Context: an optimization exercise on an open-source flow, tuned for small area, a short achievable clock period and few clock cycles per item. The choices shown serve that exercise and are no tape-out recipe. At most, simulation tests tie the RTL to the original design; equivalence was not proved.

the reference run:
==> flow/design.v (excerpt) <==
module MyDesign
(
	input  wire        go,
	output reg         busy,
	input  wire        reset,
	input  wire        clk,
	output reg  [15:0] write_data,
	output wire [11:0] write_address,
	output reg         write_enable,
	output wire [11:0] read_input_address,
	input  wire [15:0] read_input_data,
	output wire [11:0] read_weight_address,
	input  wire [15:0] read_weight_data
);
Size: roughly 1600 cells after synthesis, roughly 340 flip-flops.
==> flow/config.mk <==
export PLATFORM = sky130hd
export DESIGN_NAME = MyDesign
export DESIGN_NICKNAME = MyDesign
export VERILOG_FILES = /design/flow/design.v
export SDC_FILE = /design/flow/constraint.sdc
export NUM_CORES = 4
export LEC_CHECK = 0
export CAP_MARGIN = 20
export CORE_MARGIN = 2
export CORE_UTILIZATION = 65
export CTS_BUF_LIST = sky130_fd_sc_hd__clkbuf_16
export CTS_CLUSTER_DIAMETER = 80
export CTS_CLUSTER_SIZE = 32
export SETUP_SLACK_MARGIN = 4.15
export SLEW_MARGIN = 20
==> flow/constraint.sdc <==
create_clock -name core_clock -period 6.5 [get_ports {clk}]
set_input_delay 1.3000 -clock core_clock [delete_from_list [all_inputs] [get_ports {clk}]]
set_output_delay 1.3000 -clock core_clock [all_outputs]
set_load 0.01 [all_outputs]
run.sh (not shown) runs the stock make flow with config.mk's settings and CLKGATE_MAP_FILE= SYNTH_SCRIPT=/design/flow/synth_recipe.tcl, a recipe that flattens the netlist after the stock synthesis.
Testbench counts of the reference run, summed over its fixed seeds: cycles 11,427, macs 85,808.
For the trial run, these inputs were changed with respect to the reference run:
Settings: SETUP_SLACK_MARGIN changed from 4.15 to 4.0; GPL_TIMING_DRIVEN newly set to 0.
==> run notes <==
Every stage of the flow completed for the trial run, and the final layout passed the timing, DRC and antenna checks. The trial run vs the reference run, cell at the slowest stage of the critical path: dfrtp_2 vs dfrtp_4. Delta (the trial run minus the reference run): non-filler instance count after layout increased about 0.6%; final core utilization decreased 1.0 points; share of the clock period used by the worst path after layout increased 2.9 points; final non-filler cell area decreased 1.3%; worst-path maximum fanout increased 2. Lower half-perimeter wire length after detailed placement was reported by the reference run, not the trial run.

========
Another version of the RTL of MyDesign (not shown whole).
For scale: ~1600 cells after synthesis, ~89 I/O pins, about 17000 um^2 of cells after synthesis.
==> flow/design.v (excerpt) <==
module MyDesign
(
	input  wire        go,
	output reg         busy,
	input  wire        reset,
	input  wire        clk,
	output reg  [15:0] write_data,
	output wire [11:0] write_address,
	output reg         write_enable,
	output wire [11:0] read_input_address,
	input  wire [15:0] read_input_data,
	output wire [11:0] read_weight_address,
	input  wire [15:0] read_weight_data
);
	localparam S_IDLE = 2'd0, S_RUN = 2'd1, S_FLUSH = 2'd2, S_TAIL = 2'd3;
	reg [1:0]  st;
	reg        bub;         
	reg [4:0]  pd;          
	reg [3:0]  gd;          
	reg        f0;          
	reg        wfl;         
	reg [4:0]  K;           
	reg [4:0]  Kn;          
	reg        endn;        
	reg [9:0]  XB;          
	reg [9:0]  IA;
	reg [11:0] WA;
	reg [6:0]  dW;          
	reg [5:0]  ckh;         
	reg [6:0]  cL;          
	reg [11:0] OC;
	assign read_input_address  = {2'b00, IA};
	assign read_weight_address = WA;
	assign write_address       = OC;
	wire       sg    = K[0];                  
	wire [3:0] h     = K[4:1];                
	wire [3:0] hn    = Kn[4:1];
	wire [4:0] KP    = K + {4'd0, sg};        
	wire [4:0] Pm1   = {KP[3:0] - 4'd1, 1'b1};
	reg        lastp;       
	reg        lastg;       
	wire       lastl = lastp & lastg;
	wire       dummy = sg & (pd[4:1] == 4'd0);
	wire       run   = (st == S_RUN);
	wire       bub_n = run & ~bub & lastl & ~endn;
	wire       rel   = bub | lastp;           
	wire [4:0] pd_n  = rel ? Pm1 : pd - 5'd1;
	wire       l0_n  = ~rel & (pd == 5'd1);   
	wire       l1_n  = ~rel & (pd == 5'd2);
	wire       lg_n  = bub ? (K == 5'd1) : (lastp ? (gd == 4'd1) : lastg);
	wire [1:0] pq_n  = 2'd0 - pd_n[1:0];         
	reg [6:0] dW_n;
	always @(*) begin
		if (bub_n)
			dW_n = -{3'd0, hn};
		else if (l0_n & lg_n)
			dW_n = cL;
		else if (sg) begin
			case (pq_n)
				2'd1:    dW_n = bub ? {2'd0, K} + {3'd0, h} : {1'b0, ckh};
				2'd3:    dW_n = l1_n ? {2'd0, K} : -{3'd0, h};
				default: dW_n = -{3'd0, h};
			endcase
		end else begin
			if (pq_n != 2'd0) dW_n = {3'd0, h};
			else if (l0_n)    dW_n = 7'd1;
			else              dW_n = 7'd1 - {1'b0, ckh};
		end
	end
	reg  t_f, t_z;
	always @(*) begin
		t_f = 1'b0; t_z = 1'b1;
		if (run && !bub) begin
			t_f = f0;
			t_z = dummy;
  ...
make LEC_CHECK=0 CAP_MARGIN=20 CORE_MARGIN=2 CORE_UTILIZATION=65 CTS_BUF_LIST=sky130_fd_sc_hd__clkbuf_16 CTS_CLUSTER_DIAMETER=60 CTS_CLUSTER_SIZE=25 SETUP_SLACK_MARGIN=4.0 SLEW_MARGIN=20 finish   # period 6.5 ns
The first run ran to the end with no violations.
Next try:
Settings changed: CTS_CLUSTER_DIAMETER 60 to 80, CTS_CLUSTER_SIZE 25 to 32.
What happened:
- The new run completed with no timing, DRC or antenna violations
- setup slack gets worse by 0.041 ns
- cell area goes down by 2.9%
- die area is unchanged
- critical path depth stays the same
Function was not checked in any run of this note: the RTL went through the layout flow alone.

========
RTL: one of the versions met above, not the one the previous note started from.
For scale: about 1,600 cells after synthesis, roughly 340 flip-flops, ~17,000 sq um of cells after synthesis.
==> flow/config.mk <==
export PLATFORM = sky130hd
export DESIGN_NAME = MyDesign
export DESIGN_NICKNAME = MyDesign
export VERILOG_FILES = /design/flow/design.v
export SDC_FILE = /design/flow/constraint.sdc
export NUM_CORES = 4
export LEC_CHECK = 0
export CAP_MARGIN = 20
export CORE_MARGIN = 2
export CORE_UTILIZATION = 65
export CTS_BUF_LIST = sky130_fd_sc_hd__clkbuf_16
export CTS_CLUSTER_DIAMETER = 80
export CTS_CLUSTER_SIZE = 32
export PLACE_DENSITY = 0.7
export SETUP_SLACK_MARGIN = 4.0
export SLEW_MARGIN = 20
==> flow/constraint.sdc <==
create_clock -name core_clock -period 6.5 [get_ports {clk}]
set_input_delay 1.3000 -clock core_clock [delete_from_list [all_inputs] [get_ports {clk}]]
set_output_delay 1.3000 -clock core_clock [all_outputs]
set_load 0.01 [all_outputs]
Testbench counts at the start, summed over its fixed seeds: cycles 11,427, macs 85,808.
Change:
PLACE_DENSITY = default   (was 0.7)
SETUP_SLACK_MARGIN = 4.05   (was 4.0)
The new run completed with no timing, DRC or antenna violations.
First-iteration DRC count goes up by 2.6%.
Critical path depth goes up by 9.
Routed wire length goes up by 3.8%.
Worst setup slack loses 20 ps.
Via count goes up by 1.4%.
Clock skew hardly moves.
Design area goes up by 0.88%.
Die area is unchanged.
Final cell count goes up by 0.64%.
Area after synthesis does not change.
Change:
ABC_AREA = 1   (was default)
SETUP_SLACK_MARGIN = 4.0   (was 4.05)
Worst setup slack got worse by 9.9 ps.
Count of clock-buffer cells in the layout stays the same.
Via count rises by 17%.
Synthesized cell count goes up by 28%.
Global-route usage rises by 2.7 points.
Change:
ABC_AREA = default   (was 1)
Result:
- synthesized cell count fell by about a fifth
- via count drops by about a fifth
- worst setup slack gets better by 30 ps
- core utilization is higher by 0.20 points
Change:
==> flow/flow/run.sh (new file) <==
#!/bin/bash
export BUFFER_PORTS_ARGS="-buffer_cell sky130_fd_sc_hd__buf_4"
cp standard.sh standard_sh_copy.log
bash standard.sh > standard.log 2>&1
==> flow/standard.sh (new file) <==
#!/bin/bash
# synth_recipe.tcl (not shown) runs the flow's synth.tcl, then flattens the netlist and writes it again
# the make line also repeats each setting of config.mk as NAME=value (left out here)
make -C /OpenROAD-flow-scripts/flow DESIGN_CONFIG=/design/flow/config.mk WORK_HOME=/design/flow/orfs CLKGATE_MAP_FILE= SYNTH_SCRIPT=/design/flow/synth_recipe.tcl "${@:-finish}"
removed: flow/run.sh
Result:
- wire length goes up by a few percent
- clock skew stays flat
- clock-buffer cell count stays the same

========
The RTL this note starts from:
==> flow/design.v <==
module MyDesign
(
	input  wire        go,
	output reg         busy,
	input  wire        reset,
	input  wire        clk,
	output reg  [15:0] write_data,
	output wire [11:0] write_address,
	output reg         write_enable,
	output wire [11:0] read_input_address,
	input  wire [15:0] read_input_data,
	output wire [11:0] read_weight_address,
	input  wire [15:0] read_weight_data
);
	localparam S_IDLE = 2'd0, S_RUN = 2'd1, S_FLUSH = 2'd2, S_TAIL = 2'd3;
	reg [1:0]  st;
	reg        bub;         
	reg [4:0]  pd;          
	reg [3:0]  gd;          
	reg        f0;          
	reg        wfl;         
	reg [4:0]  K;           
	reg [4:0]  Kn;          
	reg        endn;        
	reg [9:0]  XB;          
	reg [9:0]  XBN;         
	reg [9:0]  IA;
	reg [11:0] WA;
	reg [6:0]  dW;          
	reg [5:0]  ckh;         
	reg [6:0]  cL;          
	reg [11:0] OC;
	assign read_input_address  = {2'b00, IA};
	assign read_weight_address = WA;
	assign write_address       = OC;
	wire       sg    = K[0];                  
	wire [3:0] h     = K[4:1];                
	wire [3:0] hn    = Kn[4:1];
	wire [4:0] KP    = K + {4'd0, sg};        
	wire [4:0] Pm1   = {KP[3:0] - 4'd1, 1'b1};
	reg        lastp;       
	reg        lastg;       
	wire       lastl = lastp & lastg;
	wire       dummy = sg & (pd[4:1] == 4'd0);
	wire       run   = (st == S_RUN);
	wire       bub_n = run & ~bub & lastl & ~endn;
	wire       rel   = bub | lastp;           
	wire [4:0] pd_n  = rel ? Pm1 : pd - 5'd1;
	wire       l0_n  = ~rel & (pd == 5'd1);   
	wire       l1_n  = ~rel & (pd == 5'd2);
	wire       lg_n  = bub ? (K == 5'd1) : (lastp ? (gd == 4'd1) : lastg);
	wire [1:0] pq_n  = 2'd0 - pd_n[1:0];         
	reg [6:0] dW_n;
	always @(*) begin
		if (bub_n)
			dW_n = -{3'd0, hn};
		else if (l0_n & lg_n)
			dW_n = cL;
		else if (sg) begin
			case (pq_n)
				2'd1:    dW_n = bub ? {2'd0, K} + {3'd0, h} : {1'b0, ckh};
				2'd3:    dW_n = l1_n ? {2'd0, K} : -{3'd0, h};
				default: dW_n = -{3'd0, h};
			endcase
		end else begin
			if (pq_n != 2'd0) dW_n = {3'd0, h};
			else if (l0_n)    dW_n = 7'd1;
			else              dW_n = 7'd1 - {1'b0, ckh};
		end
	end
	reg  t_f, t_z;
	always @(*) begin
		t_f = 1'b0; t_z = 1'b1;
		if (run && !bub) begin
			t_f = f0;
			t_z = dummy;
		end else if (st == S_FLUSH)
			t_f = 1'b1;
	end
	always @(posedge clk or negedge reset) begin
		if (!reset) begin
			st <= S_IDLE; busy <= 1'b0; bub <= 1'b0;
		end else begin
			case (st)
				S_IDLE: if (go) begin
					busy <= 1'b1;
					st   <= S_RUN;
					bub  <= 1'b1;
				end
				S_RUN: begin
					bub <= bub_n;
					if (~bub & lastl & endn) st <= S_FLUSH;
				end
				S_FLUSH: st <= S_TAIL;
				default: if (pd == 5'd5) begin
					st   <= S_IDLE;
					busy <= 1'b0;
				end
			endcase
		end
	end
	wire [3:0] hp = read_input_data[6:3];
	always @(posedge clk) begin
		ckh <= K + {1'b0, h};
		cL  <= sg ? {3'd0, hn} - {3'd0, h} + 7'd1 : {3'd0, hn} + 7'd2;
	end
	always @(posedge clk) begin
		WA    <= WA + {{5{dW[6]}}, dW};
		dW    <= dW_n;
		pd    <= pd_n;
		lastp <= l0_n;
		lastg <= lg_n;
		f0    <= rel;
		IA    <= 10'd0;
		case (st)
			S_IDLE: begin
				K   <= read_input_data[6:2];
				XB  <= 10'd1;
				XBN <= {4'b0, read_input_data[6:2] + 5'd1, 1'b0};
				IA  <= go ? {4'b0, read_input_data[6:2], 1'b1} : 10'd0;
				WA  <= 12'd1 + {8'b0, hp};
				dW  <= -{3'd0, hp};
				wfl <= 1'b0;
				lastp <= 1'b0;
			end
			S_RUN: begin
				if (bub)        gd <= K[3:0] - 4'd1;
				else if (lastp) gd <= gd - 4'd1;
				if (lastp) wfl <= 1'b1;
				if (~rel)       IA <= IA + 10'd1;
				else if (~bub & lastl) begin
					K   <= Kn;
					XB  <= XBN;
					XBN <= XBN + {4'b0, Kn, 1'b1};
					IA  <= XBN + {4'b0, Kn, 1'b0};
				end else
					IA <= XB;
			end
			S_FLUSH: pd <= 5'd0;
			default: pd <= pd + 5'd1;
		endcase
	end
	reg        fA, wA, zA, capA, mA;
	reg [1:0]  pA;
	always @(posedge clk or negedge reset) begin
		if (!reset) begin
			fA <= 1'b0; wA <= 1'b0;
		end else begin
			fA <= t_f;
			wA <= t_f & (wfl | (st == S_FLUSH));    
		end
	end
	always @(posedge clk) begin
		zA <= t_z; capA <= bub; mA <= sg; pA <= ~pd[1:0];
		if (capA) begin
			Kn   <= read_input_data[6:2];
			endn <= &read_input_data[7:0];
		end
	end
	reg [15:0] X0, X1, X2, X3;
	reg [3:0]  xf, xw;
	reg [2:0]  xm;
	reg [1:0]  xp0, xp1, xp2;
	always @(posedge clk or negedge reset) begin
		if (!reset) begin
			xf <= 4'b0; xw <= 4'b0;
		end else begin
			xf <= {xf[2:0], fA};
			xw <= {xw[2:0], wA};
		end
	end
	always @(posedge clk) begin
		X0 <= zA ? 16'd0 : read_input_data;
		X1 <= X0; X2 <= X1; X3 <= X2;
		xm <= {xm[1:0], mA};
		xp0 <= pA; xp1 <= xp0; xp2 <= xp1;
	end
	reg [15:0]  S1;
	reg [15:4]  S2;
	reg [15:8]  S3;
	always @(posedge clk) begin
		S1 <= read_weight_data;
		S2 <= S1[15:4];
		S3 <= S2[15:8];
	end
	wire [3:0] c0 = read_weight_data[3:0];
	wire [3:0] c1 = S1[7:4];
	wire [3:0] c2 = S2[11:8];
	wire [3:0] c3 = S3[15:12];
	wire [15:0] acc0, acc1, acc2, acc3;
	wire [15:0] cy0, cy1, cy2, cy3;
	nn_row #(.ODD(0)) r0 (.clk(clk), .x(X0), .f(xf[0]), .m(mA), .pi(pA),
		.c0(c0), .c1(c1), .c2(c2), .c3(c3), .acc(acc0), .cy(cy0));
	nn_row #(.ODD(1)) r1 (.clk(clk), .x(X1), .f(xf[1]), .m(xm[0]), .pi(xp0),
		.c0(c0), .c1(c1), .c2(c2), .c3(c3), .acc(acc1), .cy(cy1));
	nn_row #(.ODD(0)) r2 (.clk(clk), .x(X2), .f(xf[2]), .m(xm[1]), .pi(xp1),
		.c0(c0), .c1(c1), .c2(c2), .c3(c3), .acc(acc2), .cy(cy2));
	nn_row #(.ODD(1)) r3 (.clk(clk), .x(X3), .f(xf[3]), .m(xm[2]), .pi(xp2),
		.c0(c0), .c1(c1), .c2(c2), .c3(c3), .acc(acc3), .cy(cy3));
	wire [3:0]  we = xw;
	wire [15:0] wacc = ({16{we[0]}} & acc0) | ({16{we[1]}} & acc1)
	                 | ({16{we[2]}} & acc2) | ({16{we[3]}} & acc3);
	wire [15:0] wcy  = ({16{we[0]}} & cy0) | ({16{we[1]}} & cy1)
	                 | ({16{we[2]}} & cy2) | ({16{we[3]}} & cy3);
	always @(posedge clk or negedge reset) begin
		if (!reset) write_enable <= 1'b0;
		else        write_enable <= |we;
	end
	always @(posedge clk) begin
		write_data <= wacc + wcy;
		OC <= (st == S_IDLE) ? 12'd0 : OC + {11'd0, write_enable};
	end
endmodule
module nn_row #(parameter ODD = 0)
(
	input  wire        clk,
	input  wire [15:0] x,
	input  wire        f,
	input  wire        m,
	input  wire [1:0]  pi,
	input  wire [3:0]  c0, c1, c2, c3,
	output reg  [15:0] acc,
	output wire [15:0] cy
);
	wire [1:0] j = {pi[1] ^ (m & (ODD != 0)), pi[0]};
	reg  [3:0] wsel;
	always @(*) begin
		case (j)
			2'd0: wsel = c0;
			2'd1: wsel = c1;
			2'd2: wsel = c2;
			default: wsel = c3;
		endcase
	end
	reg  [2:0] dl, dh;
	always @(posedge clk) begin
		dl <= {wsel[1], wsel[1] & ~wsel[0], wsel[0]};
		dh <= {wsel[3], wsel[3] & ~wsel[2], wsel[2]};
	end
	reg [7:1] k;                
	assign cy = {1'b0, k[7], 1'b0, k[6], 1'b0, k[5], 1'b0, k[4],
	             1'b0, k[3], 1'b0, k[2], 1'b0, k[1], 2'b00};
	wire [9:0] xl = {{2{x[7]}}, x[7:0]};
	wire [9:0] xh = {{2{x[15]}}, x[15:8]};
	wire [9:0] tl = ({10{dl[0]}} & xl) | ({10{dl[1]}} & {xl[8:0], 1'b0});
	wire [9:0] th = ({10{dh[0]}} & xh) | ({10{dh[1]}} & {xh[8:0], 1'b0});
	wire [9:0] vl = tl ^ {10{dl[2]}};
	wire [9:0] vh = th ^ {10{dh[2]}};
	wire [9:0] ul = {~vl[9], vl[8:0]};
	wire [9:0] uh = {~vh[9], vh[8:0]};
	wire [15:0] a  = f ? 16'd0 : acc;
	wire [7:1]  kk = f ? 7'd0 : k;
	wire [15:0] s, cc;
	assign s[9:0]  = a[9:0] ^ ul ^ uh;
	assign cc[0]   = dl[2];
	assign cc[10:1] = (a[9:0] & ul) | (a[9:0] & uh) | (ul & uh);
	assign s[10]   = ~(a[10] ^ cc[10]);
	assign s[15:11] = ~a[15:11];
	wire   cc11    = a[10] | cc[10];
	wire [15:0] cc2 = {a[14:11], cc11, 1'b0, cc[9:0]};
	wire [8:0]  ci = {1'b0, kk, dh[2]};
	wire [15:0] sum;
	wire [7:0]  co;
	genvar i;
	generate for (i = 0; i < 8; i = i + 1) begin : seg
		wire [2:0] t = {1'b0, s[2*i+1:2*i]} + {1'b0, cc2[2*i+1:2*i]} + {2'b0, ci[i]};
		assign sum[2*i+1:2*i] = t[1:0];
		assign co[i] = t[2];
	end endgenerate
	always @(posedge clk) begin
		acc <= sum;
		k   <= co[6:0];
	end
endmodule
clock: 6.5 ns
lec_check: 0
cap_margin: 20
core_margin: 2
core_utilization: 40
setup_slack_margin: 4.0
slew_margin: 20
Stock flow here: none of the scripts above is used.
Testbench counts at the start, summed over its fixed seeds: cycles 11,427, macs 85,808.
Rerun with:
CORE_UTILIZATION = 65   (was 40)
CTS_BUF_LIST = sky130_fd_sc_hd__clkbuf_8   (was not set)
PLACE_DENSITY = 0.75   (was not set)
SETUP_SLACK_MARGIN = 4.1   (was 4.0)
=>
- The new run completed with no timing, DRC or antenna violations
- core utilization came out higher by 30 points
- global-route usage rises by 9.5 points
- routed wire length falls by 0.79%
- cell count fell by 5.4%
- area after synthesis does not change
Rerun with:
CTS_CLUSTER_SIZE = 30   (was not set)
PLACE_DENSITY = not set   (was 0.75)
SETUP_SLACK_MARGIN = 4.0   (was 4.1)
Via count shrinks by 4.7%.
Clock-buffer cell count shrinks by 7.
Worst hold slack hardly moves.
Wire length shrinks by 5.3%.
Worst setup slack gets worse by 0.022 ns.
Synthesized cell count stays the same.
Cell count shrinks by 1.6%.

separate check: timing with driven ports:
No port has a modelled driver above. Below, the same layouts with a new extraction and two added sets of constraints. Step 1 sets driving cells, clkbuf_16 on the clock port and buf_2 on the other inputs (assumed; they add their load-dependent delay and slew). Step 2, shift: input delay + t, output delay - t, t = (earliest + latest rising clock arrival at the registers) / 2. This alone moves slack from input paths to output paths. Slacks: ideal ports / drivers / drivers and shift; pairs: ideal ports / drivers.
run | t, ns | setup slack, ns | clock arrival spread, ns | slew at the worst register clock pin (ns)
the reference run | 0.567 | 4.034 / 4.034 / 3.656 | 0.024 / 0.024 | 0.12 / 0.12
the trial run | 0.566 | 3.846 / 3.846 / 3.539 | 0.014 / 0.013 | 0.12 / 0.12
the first run of note 2 | 0.611 | 3.701 / 3.701 / 3.624 | 0.022 / 0.022 | 0.10 / 0.10
the second run of note 2 | 0.559 | 3.660 / 3.660 / 3.601 | 0.015 / 0.015 | 0.12 / 0.12
the first run of note 3 | 0.561 | 4.041 / 3.991 / 3.613 | 0.022 / 0.022 | 0.12 / 0.12
the second run of note 3 | 0.557 | 4.021 / 4.021 / 3.624 | 0.025 / 0.026 | 0.12 / 0.12
the third run of note 3 | 0.570 | 4.012 / 3.961 / 3.587 | 0.020 / 0.019 | 0.12 / 0.12
the fourth run of note 3 | 0.561 | 4.041 / 3.991 / 3.613 | 0.022 / 0.022 | 0.12 / 0.12
the fifth run of note 3 | 0.569 | 4.004 / 4.004 / 4.004 | 0.025 / 0.025 | 0.12 / 0.12
the first run of note 4 | 0.599 | 4.033 / 3.982 / 3.498 | 0.024 / 0.023 | 0.06 / 0.06
the second run of note 4 | 0.635 | 4.029 / 3.984 / 3.591 | 0.025 / 0.025 | 0.07 / 0.07
the third run of note 4 | 0.641 | 4.007 / 3.960 / 3.528 | 0.019 / 0.019 | 0.07 / 0.07
After both steps every run listed still meets setup and hold. The setup slack of the first run of note 4, which loses most, moves by -0.051 ns with the drivers and by -0.535 ns with both steps.
